Context: an optimization exercise on an open-source flow, tuned for small area. The choices shown serve that exercise and are no tape-out recipe. In this exercise RTL edits were held to simulation tests only and were not proved equivalent to the original.

File: design/flow/flow/run.sh
#!/bin/bash
set -o pipefail
bash standard.sh BUFFER_PORTS_ARGS="-buffer_cell sky130_fd_sc_hd__buf_1" finish > standard_flow.log 2>&1
File: design/flow/standard.sh
#!/bin/bash
# synth_recipe.tcl (not shown) runs the flow's synth.tcl, then flattens the netlist and writes it again
# the make line also repeats each setting of config.mk as NAME=value (left out here)
make -C /OpenROAD-flow-scripts/flow DESIGN_CONFIG=/design/flow/config.mk WORK_HOME=/design/flow/orfs CLKGATE_MAP_FILE= SYNTH_SCRIPT=/design/flow/synth_recipe.tcl "${@:-finish}"
File: design/flow/config.mk
export PLATFORM = sky130hd
export DESIGN_NAME = CORDIC_Rotation_top
export DESIGN_NICKNAME = CORDIC_Rotation_top
export VERILOG_FILES = /design/flow/design.v
export SDC_FILE = /design/flow/constraint.sdc
export NUM_CORES = 4
export LEC_CHECK = 0
export CAP_MARGIN = 20
export CORE_MARGIN = 2
export CORE_UTILIZATION = 60
export CTS_BUF_LIST = sky130_fd_sc_hd__clkbuf_8
export CTS_CLUSTER_DIAMETER = 70
export CTS_CLUSTER_SIZE = 16
export PLACE_DENSITY = 0.75
export SLEW_MARGIN = 20
File: design/flow/constraint.sdc
create_clock -name core_clock -period 10.0 [get_ports {clk}]
set_input_delay 2.0000 -clock core_clock [delete_from_list [all_inputs] [get_ports {clk}]]
set_output_delay 2.0000 -clock core_clock [all_outputs]
set_load 0.01 [all_outputs]
File: design/flow/design.v
module quad_chk (
        input  [15:0] x_in,
        input  [15:0] y_in,
        input         neg,
        output [15:0] x_out,
        output [15:0] y_out
    );
    assign x_out = neg ? (~x_in + 16'd1) : x_in;
    assign y_out = neg ? (~y_in + 16'd1) : y_in;
endmodule
module ip_upscale #(parameter W = 22) (
        input  [W-1:0] a,
        input  [W-1:0] b,
        input          ci,
        output [W-1:0] s
    );
    wire [W:0] c;
    assign c[0] = ci;
    genvar j;
    generate
        for (j = 0; j < W; j = j + 1) begin : bitj
            assign s[j]   = a[j] ^ b[j] ^ c[j];
            assign c[j+1] = (a[j] & b[j]) | (c[j] & (a[j] ^ b[j]));
        end
    endgenerate
endmodule
module addsub_sh #(
        parameter W = 22,
        parameter M = 21,
        parameter L = 0
    ) (
        input  [W-1:0] a,
        input  [W-1:0] t,
        input          d,
        output [W-1:0] s
    );
    wire [W-1:0] b = t ^ {W{d}};
    wire [W:0] c;
    assign s[0] = a[0] ^ t[0];
    assign c[1] = d ? (a[0] | ~t[0]) : (a[0] & t[0]);
    genvar j;
    generate
        for (j = 1; j < W; j = j + 1) begin : bitj
            wire cj;
            if (L > 0 && j == M + L) begin : skip
                wire e = b[M];
                assign cj = (c[M] & ((&a[M+L-1:M]) | e)) | (e & (|a[M+L-1:M]));
            end else begin : rip
                assign cj = c[j];
            end
            assign s[j]   = a[j] ^ b[j] ^ cj;
            assign c[j+1] = (a[j] & b[j]) | (cj & (a[j] ^ b[j]));
        end
    endgenerate
endmodule
module micro_rot_gen (
        input         clk,
        input  [13:0] r0,
        input  [15:1] am,
        input  [15:1] dir_in,
        output [15:1] dirs
    );
    localparam [4*14-1:0] WR = {4'd4,4'd4,4'd4,4'd5,4'd6,4'd7,4'd8,4'd9,4'd10,4'd11,4'd12,4'd13,4'd14,4'd14};
    localparam [16*14-1:0] AT = {16'h0001,16'h0002,16'h0005,16'h000A,16'h0014,16'h0028,16'h0051,
                                 16'h00A2,16'h0145,16'h028B,16'h0511,16'h09FB,16'h12E4,16'h2000};
    wire [15:1] asign;
    reg [13:0] rr0;
    always @(posedge clk) rr0 <= r0;
    wire [14*14-1:0] rv;
    assign rv[13:0] = rr0;
    assign asign[1] = rr0[13];
    genvar i;
    generate
        for (i = 1; i < 14; i = i + 1) begin : res
            localparam WI = WR[4*(i-1) +: 4];
            localparam WO = WR[4*i +: 4];
            wire [WO-1:0] rn;
            rot_block_last_stage #(.WI(WI), .WO(WO), .ATAN(AT[16*i +: 16])) st (
                .r_in(rv[14*(i-1) +: WI]), .r_out(rn)
            );
            reg [WO-1:0] rr;
            always @(posedge clk) rr <= {am[i] ? rn[WO-1] : rv[14*(i-1)+WI-1], rn[WO-2:0]};
            assign rv[14*i +: 14] = {{(14-WO){1'b0}}, rr};
            assign asign[i+1] = rr[WO-1];
        end
    endgenerate
    reg s14;
    always @(posedge clk) s14 <= asign[14];
    assign asign[15] = s14;
    assign dirs = asign ^ (~am & dir_in);
endmodule
module rot_block_first_stage (
        input  [15:0] x_in,
        input  [15:0] y_in,
        input         dir,
        output [15:0] x_out,
        output [15:0] y_out
    );
    ip_upscale #(.W(16)) ax (.a(x_in), .b(y_in ^ {16{dir}}),  .ci(dir),  .s(x_out));
    ip_upscale #(.W(16)) ay (.a(y_in), .b(x_in ^ {16{~dir}}), .ci(~dir), .s(y_out));
endmodule
module rot_block #(
        parameter W  = 22,
        parameter SH = 1,
        parameter LO = 0
    ) (
        input  [W-1:0] x_in,
        input  [W-1:0] y_in,
        input          dir,
        output [W-1:0] x_out,
        output [W-1:0] y_out
    );
    wire [W-1:0] ysh = {{SH{y_in[W-1]}}, y_in[W-1:SH]};
    wire [W-1:0] xsh = {{SH{x_in[W-1]}}, x_in[W-1:SH]};
    localparam M = W - 1 - SH - LO;              
    localparam R = SH + 1;                       
    localparam L = (R >= 3) ? (R + 1) / 2 : 0;   
    wire [W-1:LO] xa, ya;
    addsub_sh #(.W(W-LO), .M(M), .L(L)) ax (.a(x_in[W-1:LO]), .t(ysh[W-1:LO]), .d(dir),  .s(xa));
    addsub_sh #(.W(W-LO), .M(M), .L(L)) ay (.a(y_in[W-1:LO]), .t(xsh[W-1:LO]), .d(~dir), .s(ya));
    generate
        if (LO > 0) begin : pad
            assign x_out = {xa, {LO{1'b0}}};
            assign y_out = {ya, {LO{1'b0}}};
        end else begin : nopad
            assign x_out = xa;
            assign y_out = ya;
        end
    endgenerate
endmodule
module rot_block_last_stage #(
        parameter WI = 14,
        parameter WO = 14,
        parameter [15:0] ATAN = 16'h0
    ) (
        input  [WI-1:0] r_in,
        output [WO-1:0] r_out
    );
    wire [WO-1:0] ri = r_in[WO-1:0];
    wire [WO-1:0] at = ATAN[WO-1:0];
    assign r_out = r_in[WI-1] ? ri + at : ri - at;
endmodule
module output_scale (
        input  [21:0] x_in,
        input  [21:0] y_in,
        output [15:0] x_out,
        output [15:0] y_out
    );
    localparam SPLIT = 16;
    wire xw_1 = x_in[8] ^ x_in[11];
    wire xw_2 = x_in[8] & x_in[11];
    wire xw_3 = x_in[9] ^ x_in[12];
    wire xw_4 = x_in[9] & x_in[12];
    wire xw_5 = x_in[1] ^ x_in[4] ^ x_in[5];
    wire xw_6 = (x_in[1] & x_in[4]) | (x_in[5] & (x_in[1] ^ x_in[4]));
    wire xw_7 = x_in[7] ^ x_in[8];
    wire xw_8 = x_in[7] & x_in[8];
    wire xw_9 = x_in[2] ^ x_in[5] ^ x_in[6];
    wire xw_10 = (x_in[2] & x_in[5]) | (x_in[6] & (x_in[2] ^ x_in[5]));
    wire xw_11 = x_in[8] ^ x_in[9] ^ x_in[11];
    wire xw_12 = (x_in[8] & x_in[9]) | (x_in[11] & (x_in[8] ^ x_in[9]));
    wire xw_13 = x_in[12] ^ x_in[13];
    wire xw_14 = x_in[12] & x_in[13];
    wire xw_15 = x_in[3] ^ x_in[6] ^ x_in[7];
    wire xw_16 = (x_in[3] & x_in[6]) | (x_in[7] & (x_in[3] ^ x_in[6]));
    wire xw_17 = x_in[9] ^ x_in[10] ^ x_in[12];
    wire xw_18 = (x_in[9] & x_in[10]) | (x_in[12] & (x_in[9] ^ x_in[10]));
    wire xw_19 = x_in[13] ^ x_in[14] ^ x_in[16];
    wire xw_20 = (x_in[13] & x_in[14]) | (x_in[16] & (x_in[13] ^ x_in[14]));
    wire xw_21 = x_in[4] ^ x_in[7] ^ x_in[8];
    wire xw_22 = (x_in[4] & x_in[7]) | (x_in[8] & (x_in[4] ^ x_in[7]));
    wire xw_23 = x_in[10] ^ x_in[11] ^ x_in[13];
    wire xw_24 = (x_in[10] & x_in[11]) | (x_in[13] & (x_in[10] ^ x_in[11]));
    wire xw_25 = x_in[14] ^ x_in[15] ^ x_in[17];
    wire xw_26 = (x_in[14] & x_in[15]) | (x_in[17] & (x_in[14] ^ x_in[15]));
    wire xw_27 = x_in[5] ^ x_in[8] ^ x_in[9];
    wire xw_28 = (x_in[5] & x_in[8]) | (x_in[9] & (x_in[5] ^ x_in[8]));
    wire xw_29 = x_in[11] ^ x_in[12] ^ x_in[14];
    wire xw_30 = (x_in[11] & x_in[12]) | (x_in[14] & (x_in[11] ^ x_in[12]));
    wire xw_31 = x_in[15] ^ x_in[16] ^ x_in[18];
    wire xw_32 = (x_in[15] & x_in[16]) | (x_in[18] & (x_in[15] ^ x_in[16]));
    wire xw_33 = x_in[6] ^ x_in[9] ^ x_in[10];
    wire xw_34 = (x_in[6] & x_in[9]) | (x_in[10] & (x_in[6] ^ x_in[9]));
    wire xw_35 = x_in[12] ^ x_in[13] ^ x_in[15];
    wire xw_36 = (x_in[12] & x_in[13]) | (x_in[15] & (x_in[12] ^ x_in[13]));
    wire xw_37 = x_in[16] ^ x_in[17] ^ x_in[19];
    wire xw_38 = (x_in[16] & x_in[17]) | (x_in[19] & (x_in[16] ^ x_in[17]));
    wire xw_39 = x_in[7] ^ x_in[10] ^ x_in[11];
    wire xw_40 = (x_in[7] & x_in[10]) | (x_in[11] & (x_in[7] ^ x_in[10]));
    wire xw_41 = x_in[13] ^ x_in[14] ^ x_in[16];
    wire xw_42 = (x_in[13] & x_in[14]) | (x_in[16] & (x_in[13] ^ x_in[14]));
    wire xw_43 = x_in[17] ^ x_in[18] ^ x_in[20];
    wire xw_44 = (x_in[17] & x_in[18]) | (x_in[20] & (x_in[17] ^ x_in[18]));
    wire xw_45 = x_in[12] ^ x_in[14] ^ x_in[15];
    wire xw_46 = (x_in[12] & x_in[14]) | (x_in[15] & (x_in[12] ^ x_in[14]));
    wire xw_47 = x_in[17] ^ x_in[18] ^ x_in[19];
    wire xw_48 = (x_in[17] & x_in[18]) | (x_in[19] & (x_in[17] ^ x_in[18]));
    wire xw_49 = ~x_in[21] ^ 1'b1 ^ xw_1;
    wire xw_50 = (~x_in[21] & 1'b1) | (xw_1 & (~x_in[21] ^ 1'b1));
    wire xw_51 = x_in[13] ^ x_in[15] ^ x_in[16];
    wire xw_52 = (x_in[13] & x_in[15]) | (x_in[16] & (x_in[13] ^ x_in[15]));
    wire xw_53 = x_in[18] ^ x_in[19] ^ x_in[20];
    wire xw_54 = (x_in[18] & x_in[19]) | (x_in[20] & (x_in[18] ^ x_in[19]));
    wire xw_55 = 1'b1 ^ xw_3 ^ xw_2;
    wire xw_56 = (1'b1 & xw_3) | (xw_2 & (1'b1 ^ xw_3));
    wire xw_57 = x_in[10] ^ x_in[13] ^ x_in[14];
    wire xw_58 = (x_in[10] & x_in[13]) | (x_in[14] & (x_in[10] ^ x_in[13]));
    wire xw_59 = x_in[16] ^ x_in[17] ^ x_in[19];
    wire xw_60 = (x_in[16] & x_in[17]) | (x_in[19] & (x_in[16] ^ x_in[17]));
    wire xw_61 = x_in[20] ^ ~x_in[21] ^ xw_4;
    wire xw_62 = (x_in[20] & ~x_in[21]) | (xw_4 & (x_in[20] ^ ~x_in[21]));
    wire xw_63 = x_in[11] ^ x_in[14] ^ x_in[15];
    wire xw_64 = (x_in[11] & x_in[14]) | (x_in[15] & (x_in[11] ^ x_in[14]));
    wire xw_65 = x_in[17] ^ x_in[18] ^ x_in[20];
    wire xw_66 = (x_in[17] & x_in[18]) | (x_in[20] & (x_in[17] ^ x_in[18]));
    wire xw_67 = x_in[12] ^ x_in[15] ^ x_in[16];
    wire xw_68 = (x_in[12] & x_in[15]) | (x_in[16] & (x_in[12] ^ x_in[15]));
    wire xw_69 = x_in[13] ^ x_in[16];
    wire xw_70 = x_in[13] & x_in[16];
    wire xw_71 = x_in[10] ^ x_in[11] ^ x_in[12];
    wire xw_72 = (x_in[10] & x_in[11]) | (x_in[12] & (x_in[10] ^ x_in[11]));
    wire xw_73 = x_in[15] ^ xw_9 ^ xw_11;
    wire xw_74 = (x_in[15] & xw_9) | (xw_11 & (x_in[15] ^ xw_9));
    wire xw_75 = xw_13 ^ xw_6;
    wire xw_76 = xw_13 & xw_6;
    wire xw_77 = xw_15 ^ xw_17 ^ xw_19;
    wire xw_78 = (xw_15 & xw_17) | (xw_19 & (xw_15 ^ xw_17));
    wire xw_79 = xw_10 ^ xw_12 ^ xw_14;
    wire xw_80 = (xw_10 & xw_12) | (xw_14 & (xw_10 ^ xw_12));
    wire xw_81 = xw_21 ^ xw_23 ^ xw_25;
    wire xw_82 = (xw_21 & xw_23) | (xw_25 & (xw_21 ^ xw_23));
    wire xw_83 = xw_16 ^ xw_18 ^ xw_20;
    wire xw_84 = (xw_16 & xw_18) | (xw_20 & (xw_16 ^ xw_18));
    wire xw_85 = xw_27 ^ xw_29 ^ xw_31;
    wire xw_86 = (xw_27 & xw_29) | (xw_31 & (xw_27 ^ xw_29));
    wire xw_87 = xw_22 ^ xw_24 ^ xw_26;
    wire xw_88 = (xw_22 & xw_24) | (xw_26 & (xw_22 ^ xw_24));
    wire xw_89 = xw_33 ^ xw_35 ^ xw_37;
    wire xw_90 = (xw_33 & xw_35) | (xw_37 & (xw_33 ^ xw_35));
    wire xw_91 = xw_28 ^ xw_30 ^ xw_32;
    wire xw_92 = (xw_28 & xw_30) | (xw_32 & (xw_28 ^ xw_30));
    wire xw_93 = xw_39 ^ xw_41 ^ xw_43;
    wire xw_94 = (xw_39 & xw_41) | (xw_43 & (xw_39 ^ xw_41));
    wire xw_95 = xw_34 ^ xw_36 ^ xw_38;
    wire xw_96 = (xw_34 & xw_36) | (xw_38 & (xw_34 ^ xw_36));
    wire xw_97 = xw_45 ^ xw_47 ^ xw_49;
    wire xw_98 = (xw_45 & xw_47) | (xw_49 & (xw_45 ^ xw_47));
    wire xw_99 = xw_40 ^ xw_42 ^ xw_44;
    wire xw_100 = (xw_40 & xw_42) | (xw_44 & (xw_40 ^ xw_42));
    wire xw_101 = xw_51 ^ xw_53 ^ xw_55;
    wire xw_102 = (xw_51 & xw_53) | (xw_55 & (xw_51 ^ xw_53));
    wire xw_103 = xw_46 ^ xw_48 ^ xw_50;
    wire xw_104 = (xw_46 & xw_48) | (xw_50 & (xw_46 ^ xw_48));
    wire xw_105 = xw_57 ^ xw_59 ^ xw_61;
    wire xw_106 = (xw_57 & xw_59) | (xw_61 & (xw_57 ^ xw_59));
    wire xw_107 = xw_52 ^ xw_54 ^ xw_56;
    wire xw_108 = (xw_52 & xw_54) | (xw_56 & (xw_52 ^ xw_54));
    wire xw_109 = ~x_in[21] ^ xw_63 ^ xw_65;
    wire xw_110 = (~x_in[21] & xw_63) | (xw_65 & (~x_in[21] ^ xw_63));
    wire xw_111 = xw_58 ^ xw_60 ^ xw_62;
    wire xw_112 = (xw_58 & xw_60) | (xw_62 & (xw_58 ^ xw_60));
    wire xw_113 = x_in[18] ^ x_in[19] ^ ~x_in[21];
    wire xw_114 = (x_in[18] & x_in[19]) | (~x_in[21] & (x_in[18] ^ x_in[19]));
    wire xw_115 = xw_67 ^ xw_64 ^ xw_66;
    wire xw_116 = (xw_67 & xw_64) | (xw_66 & (xw_67 ^ xw_64));
    wire xw_117 = x_in[17] ^ x_in[19] ^ x_in[20];
    wire xw_118 = (x_in[17] & x_in[19]) | (x_in[20] & (x_in[17] ^ x_in[19]));
    wire xw_119 = 1'b1 ^ xw_69 ^ xw_68;
    wire xw_120 = (1'b1 & xw_69) | (xw_68 & (1'b1 ^ xw_69));
    wire xw_121 = x_in[14] ^ x_in[17] ^ x_in[18];
    wire xw_122 = (x_in[14] & x_in[17]) | (x_in[18] & (x_in[14] ^ x_in[17]));
    wire xw_123 = x_in[20] ^ ~x_in[21] ^ xw_70;
    wire xw_124 = (x_in[20] & ~x_in[21]) | (xw_70 & (x_in[20] ^ ~x_in[21]));
    wire xw_125 = x_in[15] ^ x_in[18] ^ x_in[19];
    wire xw_126 = (x_in[15] & x_in[18]) | (x_in[19] & (x_in[15] ^ x_in[18]));
    wire xw_127 = x_in[16] ^ x_in[19];
    wire xw_128 = x_in[16] & x_in[19];
    wire xw_129 = x_in[14] ^ xw_5;
    wire xw_130 = x_in[14] & xw_5;
    wire xw_131 = xw_8 ^ xw_73 ^ xw_75;
    wire xw_132 = (xw_8 & xw_73) | (xw_75 & (xw_8 ^ xw_73));
    wire xw_133 = xw_77 ^ xw_79 ^ xw_74;
    wire xw_134 = (xw_77 & xw_79) | (xw_74 & (xw_77 ^ xw_79));
    wire xw_135 = xw_81 ^ xw_83 ^ xw_78;
    wire xw_136 = (xw_81 & xw_83) | (xw_78 & (xw_81 ^ xw_83));
    wire xw_137 = xw_85 ^ xw_87 ^ xw_82;
    wire xw_138 = (xw_85 & xw_87) | (xw_82 & (xw_85 ^ xw_87));
    wire xw_139 = xw_89 ^ xw_91 ^ xw_86;
    wire xw_140 = (xw_89 & xw_91) | (xw_86 & (xw_89 ^ xw_91));
    wire xw_141 = xw_93 ^ xw_95 ^ xw_90;
    wire xw_142 = (xw_93 & xw_95) | (xw_90 & (xw_93 ^ xw_95));
    wire xw_143 = xw_97 ^ xw_99 ^ xw_94;
    wire xw_144 = (xw_97 & xw_99) | (xw_94 & (xw_97 ^ xw_99));
    wire xw_145 = xw_101 ^ xw_103 ^ xw_98;
    wire xw_146 = (xw_101 & xw_103) | (xw_98 & (xw_101 ^ xw_103));
    wire xw_147 = xw_105 ^ xw_107 ^ xw_102;
    wire xw_148 = (xw_105 & xw_107) | (xw_102 & (xw_105 ^ xw_107));
    wire xw_149 = xw_109 ^ xw_111 ^ xw_106;
    wire xw_150 = (xw_109 & xw_111) | (xw_106 & (xw_109 ^ xw_111));
    wire xw_151 = xw_113 ^ xw_115 ^ xw_110;
    wire xw_152 = (xw_113 & xw_115) | (xw_110 & (xw_113 ^ xw_115));
    wire xw_153 = xw_117 ^ xw_119 ^ xw_114;
    wire xw_154 = (xw_117 & xw_119) | (xw_114 & (xw_117 ^ xw_119));
    wire xw_155 = xw_121 ^ xw_123 ^ xw_118;
    wire xw_156 = (xw_121 & xw_123) | (xw_118 & (xw_121 ^ xw_123));
    wire xw_157 = ~x_in[21] ^ xw_125 ^ xw_122;
    wire xw_158 = (~x_in[21] & xw_125) | (xw_122 & (~x_in[21] ^ xw_125));
    wire xw_159 = x_in[20] ^ 1'b1 ^ xw_127;
    wire xw_160 = (x_in[20] & 1'b1) | (xw_127 & (x_in[20] ^ 1'b1));
    wire xw_161 = x_in[17] ^ x_in[20] ^ ~x_in[21];
    wire xw_162 = (x_in[17] & x_in[20]) | (~x_in[21] & (x_in[17] ^ x_in[20]));
    wire xw_163 = xw_7 ^ xw_71;
    wire xw_164 = xw_7 & xw_71;
    wire xw_165 = xw_72 ^ xw_131 ^ xw_130;
    wire xw_166 = (xw_72 & xw_131) | (xw_130 & (xw_72 ^ xw_131));
    wire xw_167 = xw_76 ^ xw_133 ^ xw_132;
    wire xw_168 = (xw_76 & xw_133) | (xw_132 & (xw_76 ^ xw_133));
    wire xw_169 = xw_80 ^ xw_135 ^ xw_134;
    wire xw_170 = (xw_80 & xw_135) | (xw_134 & (xw_80 ^ xw_135));
    wire xw_171 = xw_84 ^ xw_137 ^ xw_136;
    wire xw_172 = (xw_84 & xw_137) | (xw_136 & (xw_84 ^ xw_137));
    wire xw_173 = xw_88 ^ xw_139 ^ xw_138;
    wire xw_174 = (xw_88 & xw_139) | (xw_138 & (xw_88 ^ xw_139));
    wire xw_175 = xw_92 ^ xw_141 ^ xw_140;
    wire xw_176 = (xw_92 & xw_141) | (xw_140 & (xw_92 ^ xw_141));
    wire xw_177 = xw_96 ^ xw_143 ^ xw_142;
    wire xw_178 = (xw_96 & xw_143) | (xw_142 & (xw_96 ^ xw_143));
    wire xw_179 = xw_100 ^ xw_145 ^ xw_144;
    wire xw_180 = (xw_100 & xw_145) | (xw_144 & (xw_100 ^ xw_145));
    wire xw_181 = xw_104 ^ xw_147 ^ xw_146;
    wire xw_182 = (xw_104 & xw_147) | (xw_146 & (xw_104 ^ xw_147));
    wire xw_183 = xw_108 ^ xw_149 ^ xw_148;
    wire xw_184 = (xw_108 & xw_149) | (xw_148 & (xw_108 ^ xw_149));
    wire xw_185 = xw_112 ^ xw_151 ^ xw_150;
    wire xw_186 = (xw_112 & xw_151) | (xw_150 & (xw_112 ^ xw_151));
    wire xw_187 = xw_116 ^ xw_153 ^ xw_152;
    wire xw_188 = (xw_116 & xw_153) | (xw_152 & (xw_116 ^ xw_153));
    wire xw_189 = xw_120 ^ xw_155 ^ xw_154;
    wire xw_190 = (xw_120 & xw_155) | (xw_154 & (xw_120 ^ xw_155));
    wire xw_191 = xw_124 ^ xw_157 ^ xw_156;
    wire xw_192 = (xw_124 & xw_157) | (xw_156 & (xw_124 ^ xw_157));
    wire xw_193 = xw_126 ^ xw_159 ^ xw_158;
    wire xw_194 = (xw_126 & xw_159) | (xw_158 & (xw_126 ^ xw_159));
    wire xw_195 = xw_128 ^ xw_161 ^ xw_160;
    wire xw_196 = (xw_128 & xw_161) | (xw_160 & (xw_128 ^ xw_161));
    wire xw_197 = x_in[18] ^ ~x_in[21] ^ xw_162;
    wire xw_198 = (x_in[18] & ~x_in[21]) | (xw_162 & (x_in[18] ^ ~x_in[21]));
    wire xw_199 = x_in[19] ^ 1'b1;
    wire xw_200 = x_in[19] & 1'b1;
    wire xw_201 = x_in[20] ^ 1'b1;
    wire xw_202 = x_in[20] & 1'b1;
    wire yw_1 = y_in[8] ^ y_in[11];
    wire yw_2 = y_in[8] & y_in[11];
    wire yw_3 = y_in[9] ^ y_in[12];
    wire yw_4 = y_in[9] & y_in[12];
    wire yw_5 = y_in[1] ^ y_in[4] ^ y_in[5];
    wire yw_6 = (y_in[1] & y_in[4]) | (y_in[5] & (y_in[1] ^ y_in[4]));
    wire yw_7 = y_in[7] ^ y_in[8];
    wire yw_8 = y_in[7] & y_in[8];
    wire yw_9 = y_in[2] ^ y_in[5] ^ y_in[6];
    wire yw_10 = (y_in[2] & y_in[5]) | (y_in[6] & (y_in[2] ^ y_in[5]));
    wire yw_11 = y_in[8] ^ y_in[9] ^ y_in[11];
    wire yw_12 = (y_in[8] & y_in[9]) | (y_in[11] & (y_in[8] ^ y_in[9]));
    wire yw_13 = y_in[12] ^ y_in[13];
    wire yw_14 = y_in[12] & y_in[13];
    wire yw_15 = y_in[3] ^ y_in[6] ^ y_in[7];
    wire yw_16 = (y_in[3] & y_in[6]) | (y_in[7] & (y_in[3] ^ y_in[6]));
    wire yw_17 = y_in[9] ^ y_in[10] ^ y_in[12];
    wire yw_18 = (y_in[9] & y_in[10]) | (y_in[12] & (y_in[9] ^ y_in[10]));
    wire yw_19 = y_in[13] ^ y_in[14] ^ y_in[16];
    wire yw_20 = (y_in[13] & y_in[14]) | (y_in[16] & (y_in[13] ^ y_in[14]));
    wire yw_21 = y_in[4] ^ y_in[7] ^ y_in[8];
    wire yw_22 = (y_in[4] & y_in[7]) | (y_in[8] & (y_in[4] ^ y_in[7]));
    wire yw_23 = y_in[10] ^ y_in[11] ^ y_in[13];
    wire yw_24 = (y_in[10] & y_in[11]) | (y_in[13] & (y_in[10] ^ y_in[11]));
    wire yw_25 = y_in[14] ^ y_in[15] ^ y_in[17];
    wire yw_26 = (y_in[14] & y_in[15]) | (y_in[17] & (y_in[14] ^ y_in[15]));
    wire yw_27 = y_in[5] ^ y_in[8] ^ y_in[9];
    wire yw_28 = (y_in[5] & y_in[8]) | (y_in[9] & (y_in[5] ^ y_in[8]));
    wire yw_29 = y_in[11] ^ y_in[12] ^ y_in[14];
    wire yw_30 = (y_in[11] & y_in[12]) | (y_in[14] & (y_in[11] ^ y_in[12]));
    wire yw_31 = y_in[15] ^ y_in[16] ^ y_in[18];
    wire yw_32 = (y_in[15] & y_in[16]) | (y_in[18] & (y_in[15] ^ y_in[16]));
    wire yw_33 = y_in[6] ^ y_in[9] ^ y_in[10];
    wire yw_34 = (y_in[6] & y_in[9]) | (y_in[10] & (y_in[6] ^ y_in[9]));
    wire yw_35 = y_in[12] ^ y_in[13] ^ y_in[15];
    wire yw_36 = (y_in[12] & y_in[13]) | (y_in[15] & (y_in[12] ^ y_in[13]));
    wire yw_37 = y_in[16] ^ y_in[17] ^ y_in[19];
    wire yw_38 = (y_in[16] & y_in[17]) | (y_in[19] & (y_in[16] ^ y_in[17]));
    wire yw_39 = y_in[7] ^ y_in[10] ^ y_in[11];
    wire yw_40 = (y_in[7] & y_in[10]) | (y_in[11] & (y_in[7] ^ y_in[10]));
    wire yw_41 = y_in[13] ^ y_in[14] ^ y_in[16];
    wire yw_42 = (y_in[13] & y_in[14]) | (y_in[16] & (y_in[13] ^ y_in[14]));
    wire yw_43 = y_in[17] ^ y_in[18] ^ y_in[20];
    wire yw_44 = (y_in[17] & y_in[18]) | (y_in[20] & (y_in[17] ^ y_in[18]));
    wire yw_45 = y_in[12] ^ y_in[14] ^ y_in[15];
    wire yw_46 = (y_in[12] & y_in[14]) | (y_in[15] & (y_in[12] ^ y_in[14]));
    wire yw_47 = y_in[17] ^ y_in[18] ^ y_in[19];
    wire yw_48 = (y_in[17] & y_in[18]) | (y_in[19] & (y_in[17] ^ y_in[18]));
    wire yw_49 = ~y_in[21] ^ 1'b1 ^ yw_1;
    wire yw_50 = (~y_in[21] & 1'b1) | (yw_1 & (~y_in[21] ^ 1'b1));
    wire yw_51 = y_in[13] ^ y_in[15] ^ y_in[16];
    wire yw_52 = (y_in[13] & y_in[15]) | (y_in[16] & (y_in[13] ^ y_in[15]));
    wire yw_53 = y_in[18] ^ y_in[19] ^ y_in[20];
    wire yw_54 = (y_in[18] & y_in[19]) | (y_in[20] & (y_in[18] ^ y_in[19]));
    wire yw_55 = 1'b1 ^ yw_3 ^ yw_2;
    wire yw_56 = (1'b1 & yw_3) | (yw_2 & (1'b1 ^ yw_3));
    wire yw_57 = y_in[10] ^ y_in[13] ^ y_in[14];
    wire yw_58 = (y_in[10] & y_in[13]) | (y_in[14] & (y_in[10] ^ y_in[13]));
    wire yw_59 = y_in[16] ^ y_in[17] ^ y_in[19];
    wire yw_60 = (y_in[16] & y_in[17]) | (y_in[19] & (y_in[16] ^ y_in[17]));
    wire yw_61 = y_in[20] ^ ~y_in[21] ^ yw_4;
    wire yw_62 = (y_in[20] & ~y_in[21]) | (yw_4 & (y_in[20] ^ ~y_in[21]));
    wire yw_63 = y_in[11] ^ y_in[14] ^ y_in[15];
    wire yw_64 = (y_in[11] & y_in[14]) | (y_in[15] & (y_in[11] ^ y_in[14]));
    wire yw_65 = y_in[17] ^ y_in[18] ^ y_in[20];
    wire yw_66 = (y_in[17] & y_in[18]) | (y_in[20] & (y_in[17] ^ y_in[18]));
    wire yw_67 = y_in[12] ^ y_in[15] ^ y_in[16];
    wire yw_68 = (y_in[12] & y_in[15]) | (y_in[16] & (y_in[12] ^ y_in[15]));
    wire yw_69 = y_in[13] ^ y_in[16];
    wire yw_70 = y_in[13] & y_in[16];
    wire yw_71 = y_in[10] ^ y_in[11] ^ y_in[12];
    wire yw_72 = (y_in[10] & y_in[11]) | (y_in[12] & (y_in[10] ^ y_in[11]));
    wire yw_73 = y_in[15] ^ yw_9 ^ yw_11;
    wire yw_74 = (y_in[15] & yw_9) | (yw_11 & (y_in[15] ^ yw_9));
    wire yw_75 = yw_13 ^ yw_6;
    wire yw_76 = yw_13 & yw_6;
    wire yw_77 = yw_15 ^ yw_17 ^ yw_19;
    wire yw_78 = (yw_15 & yw_17) | (yw_19 & (yw_15 ^ yw_17));
    wire yw_79 = yw_10 ^ yw_12 ^ yw_14;
    wire yw_80 = (yw_10 & yw_12) | (yw_14 & (yw_10 ^ yw_12));
    wire yw_81 = yw_21 ^ yw_23 ^ yw_25;
    wire yw_82 = (yw_21 & yw_23) | (yw_25 & (yw_21 ^ yw_23));
    wire yw_83 = yw_16 ^ yw_18 ^ yw_20;
    wire yw_84 = (yw_16 & yw_18) | (yw_20 & (yw_16 ^ yw_18));
    wire yw_85 = yw_27 ^ yw_29 ^ yw_31;
    wire yw_86 = (yw_27 & yw_29) | (yw_31 & (yw_27 ^ yw_29));
    wire yw_87 = yw_22 ^ yw_24 ^ yw_26;
    wire yw_88 = (yw_22 & yw_24) | (yw_26 & (yw_22 ^ yw_24));
    wire yw_89 = yw_33 ^ yw_35 ^ yw_37;
    wire yw_90 = (yw_33 & yw_35) | (yw_37 & (yw_33 ^ yw_35));
    wire yw_91 = yw_28 ^ yw_30 ^ yw_32;
    wire yw_92 = (yw_28 & yw_30) | (yw_32 & (yw_28 ^ yw_30));
    wire yw_93 = yw_39 ^ yw_41 ^ yw_43;
    wire yw_94 = (yw_39 & yw_41) | (yw_43 & (yw_39 ^ yw_41));
    wire yw_95 = yw_34 ^ yw_36 ^ yw_38;
    wire yw_96 = (yw_34 & yw_36) | (yw_38 & (yw_34 ^ yw_36));
    wire yw_97 = yw_45 ^ yw_47 ^ yw_49;
    wire yw_98 = (yw_45 & yw_47) | (yw_49 & (yw_45 ^ yw_47));
    wire yw_99 = yw_40 ^ yw_42 ^ yw_44;
    wire yw_100 = (yw_40 & yw_42) | (yw_44 & (yw_40 ^ yw_42));
    wire yw_101 = yw_51 ^ yw_53 ^ yw_55;
    wire yw_102 = (yw_51 & yw_53) | (yw_55 & (yw_51 ^ yw_53));
    wire yw_103 = yw_46 ^ yw_48 ^ yw_50;
    wire yw_104 = (yw_46 & yw_48) | (yw_50 & (yw_46 ^ yw_48));
    wire yw_105 = yw_57 ^ yw_59 ^ yw_61;
    wire yw_106 = (yw_57 & yw_59) | (yw_61 & (yw_57 ^ yw_59));
    wire yw_107 = yw_52 ^ yw_54 ^ yw_56;
    wire yw_108 = (yw_52 & yw_54) | (yw_56 & (yw_52 ^ yw_54));
    wire yw_109 = ~y_in[21] ^ yw_63 ^ yw_65;
    wire yw_110 = (~y_in[21] & yw_63) | (yw_65 & (~y_in[21] ^ yw_63));
    wire yw_111 = yw_58 ^ yw_60 ^ yw_62;
    wire yw_112 = (yw_58 & yw_60) | (yw_62 & (yw_58 ^ yw_60));
    wire yw_113 = y_in[18] ^ y_in[19] ^ ~y_in[21];
    wire yw_114 = (y_in[18] & y_in[19]) | (~y_in[21] & (y_in[18] ^ y_in[19]));
    wire yw_115 = yw_67 ^ yw_64 ^ yw_66;
    wire yw_116 = (yw_67 & yw_64) | (yw_66 & (yw_67 ^ yw_64));
    wire yw_117 = y_in[17] ^ y_in[19] ^ y_in[20];
    wire yw_118 = (y_in[17] & y_in[19]) | (y_in[20] & (y_in[17] ^ y_in[19]));
    wire yw_119 = 1'b1 ^ yw_69 ^ yw_68;
    wire yw_120 = (1'b1 & yw_69) | (yw_68 & (1'b1 ^ yw_69));
    wire yw_121 = y_in[14] ^ y_in[17] ^ y_in[18];
    wire yw_122 = (y_in[14] & y_in[17]) | (y_in[18] & (y_in[14] ^ y_in[17]));
    wire yw_123 = y_in[20] ^ ~y_in[21] ^ yw_70;
    wire yw_124 = (y_in[20] & ~y_in[21]) | (yw_70 & (y_in[20] ^ ~y_in[21]));
    wire yw_125 = y_in[15] ^ y_in[18] ^ y_in[19];
    wire yw_126 = (y_in[15] & y_in[18]) | (y_in[19] & (y_in[15] ^ y_in[18]));
    wire yw_127 = y_in[16] ^ y_in[19];
    wire yw_128 = y_in[16] & y_in[19];
    wire yw_129 = y_in[14] ^ yw_5;
    wire yw_130 = y_in[14] & yw_5;
    wire yw_131 = yw_8 ^ yw_73 ^ yw_75;
    wire yw_132 = (yw_8 & yw_73) | (yw_75 & (yw_8 ^ yw_73));
    wire yw_133 = yw_77 ^ yw_79 ^ yw_74;
    wire yw_134 = (yw_77 & yw_79) | (yw_74 & (yw_77 ^ yw_79));
    wire yw_135 = yw_81 ^ yw_83 ^ yw_78;
    wire yw_136 = (yw_81 & yw_83) | (yw_78 & (yw_81 ^ yw_83));
    wire yw_137 = yw_85 ^ yw_87 ^ yw_82;
    wire yw_138 = (yw_85 & yw_87) | (yw_82 & (yw_85 ^ yw_87));
    wire yw_139 = yw_89 ^ yw_91 ^ yw_86;
    wire yw_140 = (yw_89 & yw_91) | (yw_86 & (yw_89 ^ yw_91));
    wire yw_141 = yw_93 ^ yw_95 ^ yw_90;
    wire yw_142 = (yw_93 & yw_95) | (yw_90 & (yw_93 ^ yw_95));
    wire yw_143 = yw_97 ^ yw_99 ^ yw_94;
    wire yw_144 = (yw_97 & yw_99) | (yw_94 & (yw_97 ^ yw_99));
    wire yw_145 = yw_101 ^ yw_103 ^ yw_98;
    wire yw_146 = (yw_101 & yw_103) | (yw_98 & (yw_101 ^ yw_103));
    wire yw_147 = yw_105 ^ yw_107 ^ yw_102;
    wire yw_148 = (yw_105 & yw_107) | (yw_102 & (yw_105 ^ yw_107));
    wire yw_149 = yw_109 ^ yw_111 ^ yw_106;
    wire yw_150 = (yw_109 & yw_111) | (yw_106 & (yw_109 ^ yw_111));
    wire yw_151 = yw_113 ^ yw_115 ^ yw_110;
    wire yw_152 = (yw_113 & yw_115) | (yw_110 & (yw_113 ^ yw_115));
    wire yw_153 = yw_117 ^ yw_119 ^ yw_114;
    wire yw_154 = (yw_117 & yw_119) | (yw_114 & (yw_117 ^ yw_119));
    wire yw_155 = yw_121 ^ yw_123 ^ yw_118;
    wire yw_156 = (yw_121 & yw_123) | (yw_118 & (yw_121 ^ yw_123));
    wire yw_157 = ~y_in[21] ^ yw_125 ^ yw_122;
    wire yw_158 = (~y_in[21] & yw_125) | (yw_122 & (~y_in[21] ^ yw_125));
    wire yw_159 = y_in[20] ^ 1'b1 ^ yw_127;
    wire yw_160 = (y_in[20] & 1'b1) | (yw_127 & (y_in[20] ^ 1'b1));
    wire yw_161 = y_in[17] ^ y_in[20] ^ ~y_in[21];
    wire yw_162 = (y_in[17] & y_in[20]) | (~y_in[21] & (y_in[17] ^ y_in[20]));
    wire yw_163 = yw_7 ^ yw_71;
    wire yw_164 = yw_7 & yw_71;
    wire yw_165 = yw_72 ^ yw_131 ^ yw_130;
    wire yw_166 = (yw_72 & yw_131) | (yw_130 & (yw_72 ^ yw_131));
    wire yw_167 = yw_76 ^ yw_133 ^ yw_132;
    wire yw_168 = (yw_76 & yw_133) | (yw_132 & (yw_76 ^ yw_133));
    wire yw_169 = yw_80 ^ yw_135 ^ yw_134;
    wire yw_170 = (yw_80 & yw_135) | (yw_134 & (yw_80 ^ yw_135));
    wire yw_171 = yw_84 ^ yw_137 ^ yw_136;
    wire yw_172 = (yw_84 & yw_137) | (yw_136 & (yw_84 ^ yw_137));
    wire yw_173 = yw_88 ^ yw_139 ^ yw_138;
    wire yw_174 = (yw_88 & yw_139) | (yw_138 & (yw_88 ^ yw_139));
    wire yw_175 = yw_92 ^ yw_141 ^ yw_140;
    wire yw_176 = (yw_92 & yw_141) | (yw_140 & (yw_92 ^ yw_141));
    wire yw_177 = yw_96 ^ yw_143 ^ yw_142;
    wire yw_178 = (yw_96 & yw_143) | (yw_142 & (yw_96 ^ yw_143));
    wire yw_179 = yw_100 ^ yw_145 ^ yw_144;
    wire yw_180 = (yw_100 & yw_145) | (yw_144 & (yw_100 ^ yw_145));
    wire yw_181 = yw_104 ^ yw_147 ^ yw_146;
    wire yw_182 = (yw_104 & yw_147) | (yw_146 & (yw_104 ^ yw_147));
    wire yw_183 = yw_108 ^ yw_149 ^ yw_148;
    wire yw_184 = (yw_108 & yw_149) | (yw_148 & (yw_108 ^ yw_149));
    wire yw_185 = yw_112 ^ yw_151 ^ yw_150;
    wire yw_186 = (yw_112 & yw_151) | (yw_150 & (yw_112 ^ yw_151));
    wire yw_187 = yw_116 ^ yw_153 ^ yw_152;
    wire yw_188 = (yw_116 & yw_153) | (yw_152 & (yw_116 ^ yw_153));
    wire yw_189 = yw_120 ^ yw_155 ^ yw_154;
    wire yw_190 = (yw_120 & yw_155) | (yw_154 & (yw_120 ^ yw_155));
    wire yw_191 = yw_124 ^ yw_157 ^ yw_156;
    wire yw_192 = (yw_124 & yw_157) | (yw_156 & (yw_124 ^ yw_157));
    wire yw_193 = yw_126 ^ yw_159 ^ yw_158;
    wire yw_194 = (yw_126 & yw_159) | (yw_158 & (yw_126 ^ yw_159));
    wire yw_195 = yw_128 ^ yw_161 ^ yw_160;
    wire yw_196 = (yw_128 & yw_161) | (yw_160 & (yw_128 ^ yw_161));
    wire yw_197 = y_in[18] ^ ~y_in[21] ^ yw_162;
    wire yw_198 = (y_in[18] & ~y_in[21]) | (yw_162 & (y_in[18] ^ ~y_in[21]));
    wire yw_199 = y_in[19] ^ 1'b1;
    wire yw_200 = y_in[19] & 1'b1;
    wire yw_201 = y_in[20] ^ 1'b1;
    wire yw_202 = y_in[20] & 1'b1;
    wire [21:0] x_r0 = {1'b1, ~x_in[21], xw_201, xw_199, xw_197, xw_195, xw_193, xw_191, xw_189, xw_187, xw_185, xw_183, xw_181, xw_179, xw_177, xw_175, xw_173, xw_171, xw_169, xw_167, xw_165, xw_129};
    wire [21:0] x_r1 = {1'b0, xw_202, xw_200, xw_198, xw_196, xw_194, xw_192, xw_190, xw_188, xw_186, xw_184, xw_182, xw_180, xw_178, xw_176, xw_174, xw_172, xw_170, xw_168, xw_166, xw_164, xw_163};
    wire [22:0] x_c; assign x_c[0] = 1'b0; wire [21:0] x_sum;
    genvar x_j; generate for (x_j = 0; x_j < SPLIT; x_j = x_j + 1) begin : x_cpa
        assign x_sum[x_j] = x_r0[x_j] ^ x_r1[x_j] ^ x_c[x_j];
        assign x_c[x_j+1] = (x_r0[x_j] & x_r1[x_j]) | (x_c[x_j] & (x_r0[x_j] ^ x_r1[x_j]));
    end endgenerate
    assign x_sum[21:SPLIT] = x_r0[21:SPLIT] + x_r1[21:SPLIT] + x_c[SPLIT];
    wire [21:0] y_r0 = {1'b1, ~y_in[21], yw_201, yw_199, yw_197, yw_195, yw_193, yw_191, yw_189, yw_187, yw_185, yw_183, yw_181, yw_179, yw_177, yw_175, yw_173, yw_171, yw_169, yw_167, yw_165, yw_129};
    wire [21:0] y_r1 = {1'b0, yw_202, yw_200, yw_198, yw_196, yw_194, yw_192, yw_190, yw_188, yw_186, yw_184, yw_182, yw_180, yw_178, yw_176, yw_174, yw_172, yw_170, yw_168, yw_166, yw_164, yw_163};
    wire [22:0] y_c; assign y_c[0] = 1'b0; wire [21:0] y_sum;
    genvar y_j; generate for (y_j = 0; y_j < SPLIT; y_j = y_j + 1) begin : y_cpa
        assign y_sum[y_j] = y_r0[y_j] ^ y_r1[y_j] ^ y_c[y_j];
        assign y_c[y_j+1] = (y_r0[y_j] & y_r1[y_j]) | (y_c[y_j] & (y_r0[y_j] ^ y_r1[y_j]));
    end endgenerate
    assign y_sum[21:SPLIT] = y_r0[21:SPLIT] + y_r1[21:SPLIT] + y_c[SPLIT];
    assign x_out = x_sum[21:6];
    assign y_out = y_sum[21:6];
endmodule
module op_downscale (
        input             clk,
        input             nreset,
        input             en,
        input      [15:0] x_in,
        input      [15:0] y_in,
        output reg [15:0] x_out,
        output reg [15:0] y_out
    );
    always @(posedge clk or negedge nreset) begin
        if (~nreset) begin
            x_out <= 16'd0;
            y_out <= 16'd0;
        end else if (en) begin
            x_out <= x_in;
            y_out <= y_in;
        end
    end
endmodule
module CORDIC_Rotation_top #(
        parameter DATA_WIDTH = 16,
        parameter CORDIC_WIDTH = 22,
        parameter ANGLE_WIDTH = 16,
        parameter CORDIC_STAGES = 16
    ) (
        input clk,
        input nreset,
        input enable_in,
        input angle_microRot_n,
        input signed [DATA_WIDTH-1:0] x_in,
        input signed [DATA_WIDTH-1:0] y_in,
        input signed [ANGLE_WIDTH-1:0] angle_in,
        input [CORDIC_STAGES-1:0] microRot_dir_in,
        input microRot_vld,
        input [1:0] quad_in,
        output signed [DATA_WIDTH-1:0] x_out,
        output signed [DATA_WIDTH-1:0] y_out,
        output output_valid_o,
        output rot_active_o
    );
    localparam W = 22;
    wire [1:0] quad = angle_microRot_n ? angle_in[15:14] : {quad_in[1], quad_in[1] ^ quad_in[0]};
    wire       neg  = quad[1] ^ quad[0];
    wire       dir0 = angle_microRot_n ? angle_in[14] : (microRot_dir_in[0] ^ quad[0]);
    wire [15:0] xq, yq;
    quad_chk qc (.x_in(x_in), .y_in(y_in), .neg(neg), .x_out(xq), .y_out(yq));
    wire [15:0] x1, y1;
    rot_block_first_stage s0 (.x_in(xq), .y_in(yq), .dir(dir0), .x_out(x1), .y_out(y1));
    wire [13:0] r0 = {angle_microRot_n ? ~angle_in[13] : quad[0], angle_in[12:0]};
    reg [16:1] v;
    reg        v17, v18;
    always @(posedge clk or negedge nreset) begin
        if (~nreset) begin
            v   <= 16'd0;
            v17 <= 1'b0;
            v18 <= 1'b0;
        end else begin
            v   <= {v[15:1], enable_in};
            v17 <= v[16];
            v18 <= v17;
        end
    end
    assign rot_active_o   = v[1];
    assign output_valid_o = v18;
    reg [15:1] am;
    always @(posedge clk) am <= {am[14:1], angle_microRot_n};
    wire [W*17-1:0] xs, ys;
    wire [15:0] dirs;
    assign dirs[0] = dir0;
    micro_rot_gen mrg (
        .clk(clk), .r0(r0), .am(am), .dir_in(microRot_dir_in[15:1]), .dirs(dirs[15:1])
    );
    reg [15:0] x1r, y1r;
    always @(posedge clk) begin
        x1r <= ~x1;
        y1r <= ~y1;
    end
    assign xs[W*1 +: W] = {~x1r, 6'd0};
    assign ys[W*1 +: W] = {~y1r, 6'd0};
    genvar k;
    generate
        for (k = 1; k < 16; k = k + 1) begin : stg
            localparam LI = (k == 1) ? 6 : (k == 2) ? 5 : (k == 3) ? 3 : 0;    
            localparam LO = (LI > k) ? LI - k : 0;                                
            wire [W-1:0] xi = xs[W*k +: W];
            wire [W-1:0] yi = ys[W*k +: W];
            wire [W-1:0] xn, yn;
            rot_block #(.W(W), .SH(k), .LO(LO)) rb (
                .x_in(xi), .y_in(yi), .dir(dirs[k]), .x_out(xn), .y_out(yn)
            );
            reg [W-1:LO] xr, yr;
            always @(posedge clk) begin
                xr <= ~xn[W-1:LO];
                yr <= ~yn[W-1:LO];
            end
            if (LO > 0) begin : pad
                assign xs[W*(k+1) +: W] = {~xr, {LO{1'b0}}};
                assign ys[W*(k+1) +: W] = {~yr, {LO{1'b0}}};
            end else begin : nopad
                assign xs[W*(k+1) +: W] = ~xr;
                assign ys[W*(k+1) +: W] = ~yr;
            end
        end
    endgenerate
    wire [15:0] xo, yo;
    output_scale sc (.x_in(xs[W*16 +: W]), .y_in(ys[W*16 +: W]), .x_out(xo), .y_out(yo));
    op_downscale od (.clk(clk), .nreset(nreset), .en(v[16]), .x_in(xo), .y_in(yo), .x_out(x_out), .y_out(y_out));
endmodule
==> flow_summary_export.csv, run 1 <==
group,metric,value,unit
cts,htree_levels,3,
timing,fin_crit_sh,0.932,
routing,firstDrtPassIters,5,
final_layout,n_fill_cell,5610,
synthesis,postSynth.asyncResetShare,0.0585,
floorplan,fp.dieW,280,um
synthesis,synthCells,3486,
place,pre_cts_ws,-0.0999,ns
place,place_area,47500,um2
timing,hold_viol,0,
worst_setup_path,path_max_fanout,7,
worst_setup_path,worstPathArrival,9.89,ns
floorplan,rows,101,
final_layout,drive_gt1_frac,0.0520,
cts,hold_buffers,0,
place,portBuffers,103,
worst_setup_path,startpoint_type,"input port",
synthesis,synth-edff-count,0,
synthesis,netlist_area,45600,um2
routing,ant_nets,0,
worst_setup_path,critPathCaptureType,"flip-flop",
synthesis,synth-main-ff-cell,"dfxtp_1",
grt,antenna_found_initial,1,
cts,cts.sink_count,854,
cts,cts_tree,"yes",
floorplan,fp.dieH,280,um
timing,rsz0062_at_grt,"no",
timing,fin_setup_tns,0,ns
cts,cts_resized,0,
worst_setup_path,crit_required,10.57,ns
cts,clock_latency,0.68,ns
cts,numCtsBuffers,66,
routing,via_per_inst,5.00,
final_layout,syn_to_final_growth,6.61,%
floorplan,fp.dieArea,78300,um2
timing,fin_crit,9.32,ns
synthesis,synth_seq_cells,854,
final_layout,final_util,0.644,
hold_path,hp-class,"reg -> reg",
floorplan,start_util,0.604,
grt,grt_pass1_wl,125000,um
synthesis,synth_fp_nets,4459,
grt,grt_overflow,0,
routing,drc,0,
routing,drt_iter0_drc,837,
cts,path_clk_slew,0.10,ns
floorplan,core_area,75600,um2
synthesis,synth.distinct_cells,66,
final_layout,nets,4627,
grt,track_usage,0.202,
timing,fmax,107,MHz
final_layout,design_area,48700,um2
job,maxCapViolCount,0,
routing,wl,75000,um
synthesis,synth_seq_area_share,0.380,
worst_setup_path,crit_type,"in -> reg",
timing,setup_violations,0,
synthesis,syn_area_per_cell,13.1,um2
status,status,"finished clean",
synthesis,yosys_warnings,3,
timing,drv_slew,0,
floorplan,pin_count,105,
cts,root_buffer,"clkbuf_8",
timing,tightest_slew,1.00,ns
grt,grt_max_degree,51,
timing,slew_headroom,0.328,
place,gp_congestion,0.848,
grt,grt_pass1_vias,25600,
routing,vias,23300,
routing,wl_per_cell,16.1,um
timing,worst_slack,0.684,ns
cts,cts.path.max_buffers,3,
place,dp_hpwl,63500,um
timing,fin_worst_skew,0.0485,ns
cts,post-cts-setup-buffers,0,
[layout by cell type, fill, tap and decap left out, types with 16 or more instances in the layout]
cell type and n:
a21o_1 27, a21oi_1 91, buf_1 102, buf_4 42, clkbuf_8 71, dfrtp_1 50, dfxtp_1 804, fa_1 780
ha_1 122, inv_1 456, mux2_2 40, nand2_1 43, nand3_1 17, nand4_1 24, nor2_1 79, nor2b_1 28
nor3_1 24, nor4_1 27, o21a_1 16, o21ai_0 49, xnor2_1 396, xor2_1 230
[area by class of cell]
type                       instances  area (um2)  area share
antenna                            1        2.50   0.0000514
clock buffer                      71         977      0.0201
clock inverter                    18         151     0.00311
inverter                         452        1700      0.0349
multi-input combinational       2134       26500       0.545
sequential                       854       17300       0.356
tap                              978        1220      0.0251
timing repair buffer             146         723      0.0149
[cells by family after synthesis]
group | after synthesis | share of synthesized area
AND/OR/NAND/NOR | 290 | 0.0330
XOR/XNOR | 641 | 0.124
adder cells (fa/ha/maj) | 902 | 0.376
flip-flops | 854 | 0.380
multiplexers | 47 | 0.0114
AO/OA/AOI/OAI | 254 | 0.0353
buffers and inverters | 498 | 0.0411
[routing by layer]
layer | wire (um) | part of all wire | GRT usage
met3 | 1840 | 0.024 | 0.0244
met4 | 2710 | 0.036 | 0.0784
met1 | 27200 | 0.36 | 0.213
met2 | 43200 | 0.58 | 0.405
met5 | 0 | 0 | 0
[Yosys cell counts, types with 27 or more instances]
| library cell | number | area, um2 |
|---|---|---|
| nor2b_1 | 28 | 175 |
| inv_1 | 451 | 1690 |
| nor4_1 | 27 | 169 |
| a21o_1 | 27 | 203 |
| dfxtp_1 | 804 | 16100 |
| a21oi_1 | 91 | 455 |
| mux2_2 | 40 | 450 |
| o21ai_0 | 49 | 245 |
| xor2_1 | 230 | 2010 |
| nor2_1 | 79 | 297 |
| fa_1 | 780 | 15600 |
| clkbuf_1 | 35 | 131 |
| ha_1 | 122 | 1530 |
| xnor2_1 | 407 | 3560 |
| nand2_1 | 43 | 161 |
| dfrtp_1 | 50 | 1250 |
[critical path, cell delays in order]
cell     delay [ns]
buf_1          0.09
nor2b_1        0.15
xnor2_2        0.56
xnor2_1        0.22
ha_1           0.19
ha_1           0.14
inv_1          0.04
fa_1           0.37
fa_1           0.38
fa_1           0.39
fa_1           0.38
fa_1           0.39
fa_1           0.39
fa_1           0.39
fa_1           0.38
fa_1           0.39
fa_1           0.39
fa_1           0.38
fa_1           0.38
fa_1           0.39
fa_1           0.36
inv_1          0.08
fa_1           0.16
inv_1          0.07
o21ai_0        0.16
a21oi_1        0.11
fa_1           0.38
xor2_1         0.16
[path summary, 6_finish.rpt]
path / endpoint / slack (ns) / cells past startpoint / from
max in group asynchronous: od.y_out[13] / 8.11 / 2 / nreset
hold reg to reg: mrg.res[12].rr[0] / 0.33 / 0 / mrg.res[11].rr[0]
min in group asynchronous: od.x_out[4] / 1.42 / 2 / nreset
setup reg to reg: od.y_out[14] / 0.74 / 32 / stg[15].yr[8]
setup / recovery: stg[3].yr[21] / 0.68 / 28 / microRot_dir_in[3]
hold / removal: mrg.res[12].rr[0] / 0.33 / 0 / mrg.res[11].rr[0]
[per-stage QoR]
| step | hold WS (ns) | instances |
|---|---|---|
| after detailed placement | 0.312 | 4564 |
| after global placement | 0.312 | 4564 |
| final | 0.331 | 4654 |
| after global routing | 0.338 | 4654 |
| after CTS | 0.335 | 4653 |
| after floorplan | 0.310 | 3486 |
[sequential cells by signal (all words and copies together), names as in the netlist]
signal,flops
stg.yr,321
stg.xr,318
mrg.res.rr,104
od.x_out,16
od.y_out,16
v,16
y1r,16
am,15
x1r,15
mrg.rr0,14
mrg.s14,1
v17,1
v18,1
==> run 2: changes to the inputs <==
--- a/design/flow/design.v
+++ b/design/flow/design.v
@@ -44,7 +44,7 @@
             wire cj;
             if (L > 0 && j == M + L) begin : skip
                 wire e = b[M];
-                assign cj = (c[M] & ((&a[M+L-1:M]) | e)) | (e & (|a[M+L-1:M]));
+                assign cj = ~(e ? (~c[M] & ~(|a[M+L-1:M])) : (~c[M] | ~(&a[M+L-1:M])));
             end else begin : rip
                 assign cj = c[j];
             end
--- a/design/flow/config.mk
+++ b/design/flow/config.mk
@@ -7,9 +7,9 @@
 export LEC_CHECK = 0
 export CAP_MARGIN = 20
 export CORE_MARGIN = 2
-export CORE_UTILIZATION = 60
+export CORE_UTILIZATION = 75
 export CTS_BUF_LIST = sky130_fd_sc_hd__clkbuf_8
 export CTS_CLUSTER_DIAMETER = 70
 export CTS_CLUSTER_SIZE = 16
-export PLACE_DENSITY = 0.75
+export PLACE_DENSITY = 0.85
 export SLEW_MARGIN = 20
==> run 2 against run 1 <==
Compared with the run above:
- synthesized cell count shrank 1.3%
- still clean on timing, DRC and antenna
- global-route usage increased by 7.0 points
- critical path type unchanged
- setup slack lost 0.15 ns
- sequential share of layout area up 0.45 points
- register-to-register slack got worse by 0.10 ns
- hold slack worse by 0.0075 ns
- final cell count shrank 5.5%
- first-iteration DRC count rose by 21%
- die area decreased by 20%
- clock skew is 0.0070 ns lower
==> flow_summary_export.csv, run 2 <==
group,metric,value,unit
final_layout,syn_to_final_growth,5.89,%
synthesis,synth.top_cell.area_share,0.355,
cts,post-cts-setup-buffers,0,
floorplan,rows,90,
synthesis,synthCells,3441,
worst_setup_path,crit_required,10.61,ns
place,portBuffers,103,
timing,rsz0062_at_grt,"no",
worst_setup_path,path_max_fanout,5,
timing,hold_viol,0,
worst_setup_path,worstSetupEndpoint,"stg[4].xr[18]",
place,dp_hpwl,65500,um
floorplan,fp.dieH,250,um
synthesis,yosys.cell_count.top_type,"dfxtp_1",
worst_setup_path,worstPathArrival,10.09,ns
place,placed_cells,4312,
worst_setup_path,reg2reg_depth,32,
worst_setup_path,crit_type,"in -> reg",
timing,setup_violations,0,
synthesis,synth_fp_nets,4414,
final_layout,diodes,0,
hold_path,hp-class,"reg -> reg",
grt,grt_pass1_wl,135000,um
final_layout,n_fill_cell,3392,
timing,fmax,106,MHz
routing,drt_iter0_drc,1010,
timing,tightest_slew,1.01,ns
final_layout,final_cells,4396,
final_layout,design_area,48100,um2
grt,track_usage,0.273,
final_layout,final_util,0.799,
synthesis,synth-main-ff-cell,"dfxtp_1",
synthesis,synth.distinct_cells,56,
worst_setup_path,r2r_start,"stg[15].xr[11]",
timing,fin_worst_skew,0.0416,ns
worst_setup_path,critPathCaptureType,"flip-flop",
final_layout,top_regs,"stg.yr x321, stg.xr x318, mrg.res.rr x104",
routing,vias,23700,
final_layout,drive_gt1_frac,0.0498,
timing,fin_crit_sh,0.947,
cts,clock_latency,0.68,ns
synthesis,synth_seq_cells,854,
cts,numCtsBuffers,66,
synthesis,netlist_area,45400,um2
final_layout,largest_reg_flops,321,
synthesis,synth-edff-count,0,
synthesis,synth_seq_area_share,0.382,
floorplan,core_area,60100,um2
timing,fin_crit,9.47,ns
final_layout,final_common_cell,"dfxtp_1",
hold_path,hold_depth,0,
status,status,"finished clean",
cts,cts.sink_count,854,
grt,grt_overflow,0,
synthesis,synth_top_area_cell,"dfxtp_1",
grt,antenna_found_initial,0,
cts,path_clk_slew,0.09,ns
synthesis,postSynth.asyncResetShare,0.0585,
cts,htree_levels,3,
routing,ant_nets,0,
cts,cts.path.max_buffers,3,
timing,slew_headroom,0.325,
final_layout,nets,4571,
routing,drc,0,
worst_setup_path,reg2reg_to,"od.x_out[14]",
place,gp_congestion,0.888,
cts,hold_buffers,0,
floorplan,fp.dieArea,62500,um2
floorplan,start_util,0.755,
job,maxCapViolCount,0,
routing,wl_per_cell,18.0,um
worst_setup_path,startpoint_type,"input port",
cts,cts_resized,0,
worst_setup_path,r2r_slack,0.64,ns
timing,drv_slew,0,
final_layout,most-common-layout-cells,"dfxtp_1, fa_1, inv_1",
timing,fin_setup_tns,0,ns
routing,via_per_inst,5.39,
final_layout,top_register,"stg.yr",
synthesis,syn_area_per_cell,13.2,um2
grt,grt_max_degree,51,
cts,cts_tree,"yes",
routing,wl,79000,um
routing,firstDrtPassIters,5,
synthesis,synthTopCellsByArea,"dfxtp_1, fa_1, xnor2_1, xor2_1, inv_1",
synthesis,yosys_warnings,3,
place,place_area,46900,um2
floorplan,fp.dieW,250,um
worst_setup_path,critPathLaunch,"microRot_dir_in[4]",
floorplan,pin_count,105,
cts,root_buffer,"clkbuf_8",
grt,grt_pass1_vias,27700,
synthesis,synthTopCellsByCount,"dfxtp_1, fa_1, inv_1",
[run 2: cells by family (layout without fill, tap and decap cells)]
| group | after synthesis | in the layout | synth area share |
|---|---|---|---|
| adders and majority gates | 902 | 902 | 0.378 |
| buffers and inverters | 495 | 668 | 0.0410 |
| muxes | 45 | 45 | 0.0110 |
| and+or+nand+nor | 257 | 257 | 0.0293 |
| AOI/OAI and AO/OA | 235 | 235 | 0.0314 |
| DFF | 854 | 854 | 0.382 |
| xor gates and xnor gates | 653 | 653 | 0.127 |
[run 2: per-stage QoR]
stage / hold slack [ns] / worst slack, ns
finish: 0.324 / 0.529
global route: 0.331 / 0.184
floorplan: 0.310 / -0.0164
CTS: 0.325 / 0.528
global placement: 0.312 / -0.0336
detailed placement: 0.312 / -0.200
[run 2: critical path: stages]
cell and delay (ns):
buf_1 0.08, nor2b_1 0.30, xnor2_4 0.17, mux2_2 0.32, fa_1 0.38, fa_1 0.41, fa_1 0.40, fa_1 0.38
fa_1 0.39, fa_1 0.39, fa_1 0.39, fa_1 0.39, fa_1 0.39, fa_1 0.39, fa_1 0.40, fa_1 0.39
fa_1 0.40, fa_1 0.39, fa_1 0.39, fa_1 0.42, fa_1 0.37, inv_1 0.07, fa_1 0.41, inv_1 0.06
[run 2: metal layers]
layer / up-vias / part of all wire / track usage
met4: 0 / 0.029 / 0.0826
met2: 372 / 0.57 / 0.514
met5: - / 0 / 0
li1: 10800 / - / -
met1: 12300 / 0.38 / 0.324
met3: 167 / 0.029 / 0.0373
[run 2: worst min-delay path by stage]
stage	slack (ns)	to	startpoint
3_3_place_gp	0.31	mrg.res[6].rr[0]	mrg.res[5].rr[0]
5_1_grt	0.33	mrg.res[6].rr[0]	mrg.res[5].rr[0]
2_1_floorplan	0.31	mrg.res[10].rr[0]	mrg.res[9].rr[0]
3_5_place_dp	0.31	mrg.res[8].rr[1]	mrg.res[7].rr[1]
4_1_cts	0.33	mrg.res[6].rr[0]	mrg.res[5].rr[0]
6_report	0.32	mrg.res[6].rr[0]	mrg.res[5].rr[0]
[run 2: area by class of cell]
type	count	area [um2]	area share
Multi-Input combinational cell	2092	26300	0.547
Sequential cell	854	17300	0.361
Inverter	449	1690	0.0351
Clock buffer	73	1000	0.0209
Tap cell	782	978	0.0204
Timing Repair Buffer	135	628	0.0131
Clock inverter	11	114	0.00237
==> run 3: changes to the inputs <==
==> design/flow/flow/run.sh (replaced) <==
#!/bin/bash
set -o pipefail
CTS="-sink_clustering_enable -repair_clock_nets -sink_clustering_size 16 -sink_clustering_max_diameter 70 -buf_list sky130_fd_sc_hd__clkbuf_8 -dont_use_dummy_load"
bash standard.sh \
    BUFFER_PORTS_ARGS="-buffer_cell sky130_fd_sc_hd__buf_1" \
    CTS_ARGS="$CTS" \
    RECOVER_POWER=100 \
    finish > standard_flow.log 2>&1
==> run 3 against run 2 <==
Compared with the run above:
- now fails the layout checks on capacitance limit, slew limit
- sequential share of layout area rose by 0.24 points
- via count about the same
- critical path depth is 1 lower
- synthesized area stayed put
- register-to-register slack got worse by 0.03 ns
- count of clock-buffer cells in the layout down 7
- global-route usage fell by 0.14 points
- critical path type unchanged
- critical endpoint is now stg[2].yr[21]
- largest cell class unchanged
- highest routed layer unchanged
==> flow_summary_export.csv, run 3 <==
group,metric,value,unit
routing,ant_nets,0,
grt,grt_overflow,0,
worst_setup_path,path_max_fanout,11,
cts,cts.path.max_buffers,3,
status,violatedChecks,"capacitance limit, slew limit",
timing,fin_crit_sh,0.957,
worst_setup_path,critPathCaptureType,"flip-flop",
routing,via_per_inst,5.40,
grt,grt_pass1_vias,27600,
final_layout,most-common-layout-cells,"dfxtp_1, fa_1, inv_1",
final_layout,final_common_cell,"dfxtp_1",
final_layout,top_regs,"stg.yr x321, stg.xr x318, mrg.res.rr x104",
worst_setup_path,reg2reg_to,"od.x_out[14]",
cts,cts.sink_count,854,
timing,slew_headroom,-0.740,
worst_setup_path,cp_slowest_cell,"xnor2_1",
worst_setup_path,cp_num_buf_inv,2,
worst_setup_path,cpPeakStageDelay,1.15,ns
routing,top_layer,"met4",
timing,drv_slew,63,
worst_setup_path,critPathLaunch,"microRot_dir_in[2]",
cts,path_clk_slew,0.09,ns
synthesis,synthTopCellsByArea,"dfxtp_1, fa_1, xnor2_1, xor2_1, inv_1",
timing,rsz0062_at_grt,"no",
synthesis,synthTopCellsByCount,"dfxtp_1, fa_1, inv_1",
worst_setup_path,crit_type,"in -> reg",
grt,track_usage,0.271,
timing,fin_worst_skew,0.0747,ns
cts,clock_latency,0.68,ns
synthesis,postSynth.asyncResetShare,0.0585,
worst_setup_path,r2r_slack,0.61,ns
routing,wl,78700,um
routing,wl_met2,44400,um
place,portBuffers,103,
floorplan,fp.dieArea,62500,um2
worst_setup_path,worst_path_most_repeated_cell,"fa_1",
place,placed_cells,4312,
cts,cts_resized,0,
floorplan,fp.dieW,250,um
synthesis,synth-edff-count,0,
place,gp_congestion,0.888,
floorplan,fp.dieH,250,um
grt,antenna_found_initial,1,
timing,fin_crit,9.57,ns
synthesis,synth_seq_area_share,0.382,
status,status,"failed layout checks",
synthesis,syn_area_per_cell,13.2,um2
hold_path,hold_depth,0,
final_layout,final_util,0.794,
synthesis,synth_fp_nets,4414,
timing,setup_violations,0,
worst_setup_path,critical-path-top-delay-family,"adder cells",
timing,tightest_slew,2.61,ns
synthesis,synth.top_cell.area_share,0.355,
final_layout,nets,4571,
final_layout,largest_reg_flops,321,
synthesis,synth-main-ff-cell,"dfxtp_1",
worst_setup_path,startpoint_type,"input port",
worst_setup_path,r2r_start,"stg[15].xr[11]",
grt,grt_max_degree,51,
final_layout,top_register,"stg.yr",
place,dp_hpwl,65500,um
synthesis,yosys.cell_count.top_type,"dfxtp_1",
cts,root_buffer,"clkbuf_8",
job,maxCapViolCount,2,
routing,firstDrtPassIters,5,
final_layout,syn_to_final_growth,5.18,%
synthesis,yosys_warnings,3,
cts,post-cts-setup-buffers,0,
routing,drt_iter0_drc,1049,
synthesis,netlist_area,45400,um2
hold_path,holdPathEnd,"mrg.res[6].rr[0]",
synthesis,synth_top_area_cell,"dfxtp_1",
hold_path,hp-class,"reg -> reg",
final_layout,final_cells,4379,
grt,grt_pass1_wl,134000,um
hold_path,hold_path.startpoint,"mrg.res[5].rr[0]",
routing,drc,0,
worst_setup_path,reg2reg_depth,32,
routing,met1Wirelength,29600,um
synthesis,synthCells,3441,
cts,numCtsBuffers,66,
synthesis,synth_seq_cells,854,
floorplan,pin_count,105,
worst_setup_path,worstPathArrival,10.11,ns
cts,cts_tree,"yes",
cts,htree_levels,3,
final_layout,drive_gt1_frac,0.0409,
synthesis,synth.distinct_cells,56,
floorplan,rows,90,
routing,wl_met3,2490,um
worst_setup_path,crit_chain,"buf_1, nor2b_1, xnor2_1, and2_0, ha_1, inv_1, fa_1, fa_1, fa_1, fa_1, fa_1, fa_1, fa_1, fa_1, fa_1, fa_1, fa_1, fa_1, fa_1, fa_1, or3_1, o21a_1, xnor2_1",
floorplan,core_area,60100,um2
routing,wl_per_cell,18.0,um
timing,hold_viol,0,
floorplan,start_util,0.755,
worst_setup_path,crit_required,10.54,ns
timing,fmax,104,MHz
cts,hold_buffers,0,
routing,vias,23700,
-- run 3: kinds of logic after synthesis --
kind of cell    count (synthesis)  share of synthesized area
xor+xnor                      653                      0.127
mux                            45                     0.0110
compound gates                235                     0.0314
fa+ha+maj                     902                      0.378
simple gates                  257                     0.0293
buf+inv                       495                     0.0410
flops                         854                      0.382
-- run 3: cell type report --
class / instances / area, um2
well taps: 782 / 978
fillers: 3449 / 12400
repair buffers: 135 / 598
multi-input cells: 2092 / 26200
diodes: 1 / 2.50
clock buffers: 66 / 908
flip-flops and latches: 854 / 17300
inverters: 449 / 1690
-- run 3: worst max-delay path by stage --
stage / end / cells after the start
floorplan: stg[4].yr[19] / 25
global placement: stg[4].yr[19] / 25
detailed placement: stg[4].xr[18] / 24
CTS: stg[4].xr[18] / 24
global route: stg[2].yr[21] / 23
finish: stg[2].yr[21] / 23
-- run 3: per-stage QoR --
step	worst slack [ns]	TNS (ns)	hold WS, ns	area, um2
after floorplan	-0.0164	-0.0164	0.310	45400
after global placement	-0.0336	-0.0428	0.312	46900
after detailed placement	-0.200	-1.33	0.312	46900
after CTS	0.528	0	0.308	47800
after global routing	0.105	0	0.313	47700
final	0.430	0	0.307	47700
-- run 3: metal layers --
layer  track usage  up-vias
met1         0.323    12300
li1              -    10800
met5             0        -
met3        0.0373      168
met4        0.0797        0
met2         0.512      387

[re-timing with driven ports]
No port has a modelled driver above. Below, the same layouts with a new extraction and two added sets of constraints. Step 1: set_driving_cell puts a clkbuf_16 on clk and a buf_2 on each other input, an assumption about the parent block. Step 2, shift: input delay + t, output delay - t, t = (earliest + latest rising clock arrival at the registers) / 2. This alone moves slack from input paths to output paths. Slacks: ideal / step 1 / step 2; pairs: ideal / step 1.
run | t (ns) | setup slack, ns | hold WS [ns] | worst setup path after step 2 | latest minus earliest clock arrival (ns)
run 1 | 0.724 | 0.684 / 0.730 / 0.006 | 0.331 / 0.331 / 0.331 | input to register | 0.049 / 0.049
run 2 | 0.721 | 0.529 / 0.541 / -0.180 | 0.324 / 0.324 / 0.324 | input to register | 0.043 / 0.042
run 3 | 0.697 | 0.430 / 0.462 / -0.234 | 0.307 / 0.307 / 0.307 | input to register | 0.075 / 0.075
For run 2, which loses most, drivers alone change the setup slack by +0.012 ns; drivers and shift together by -0.709 ns.
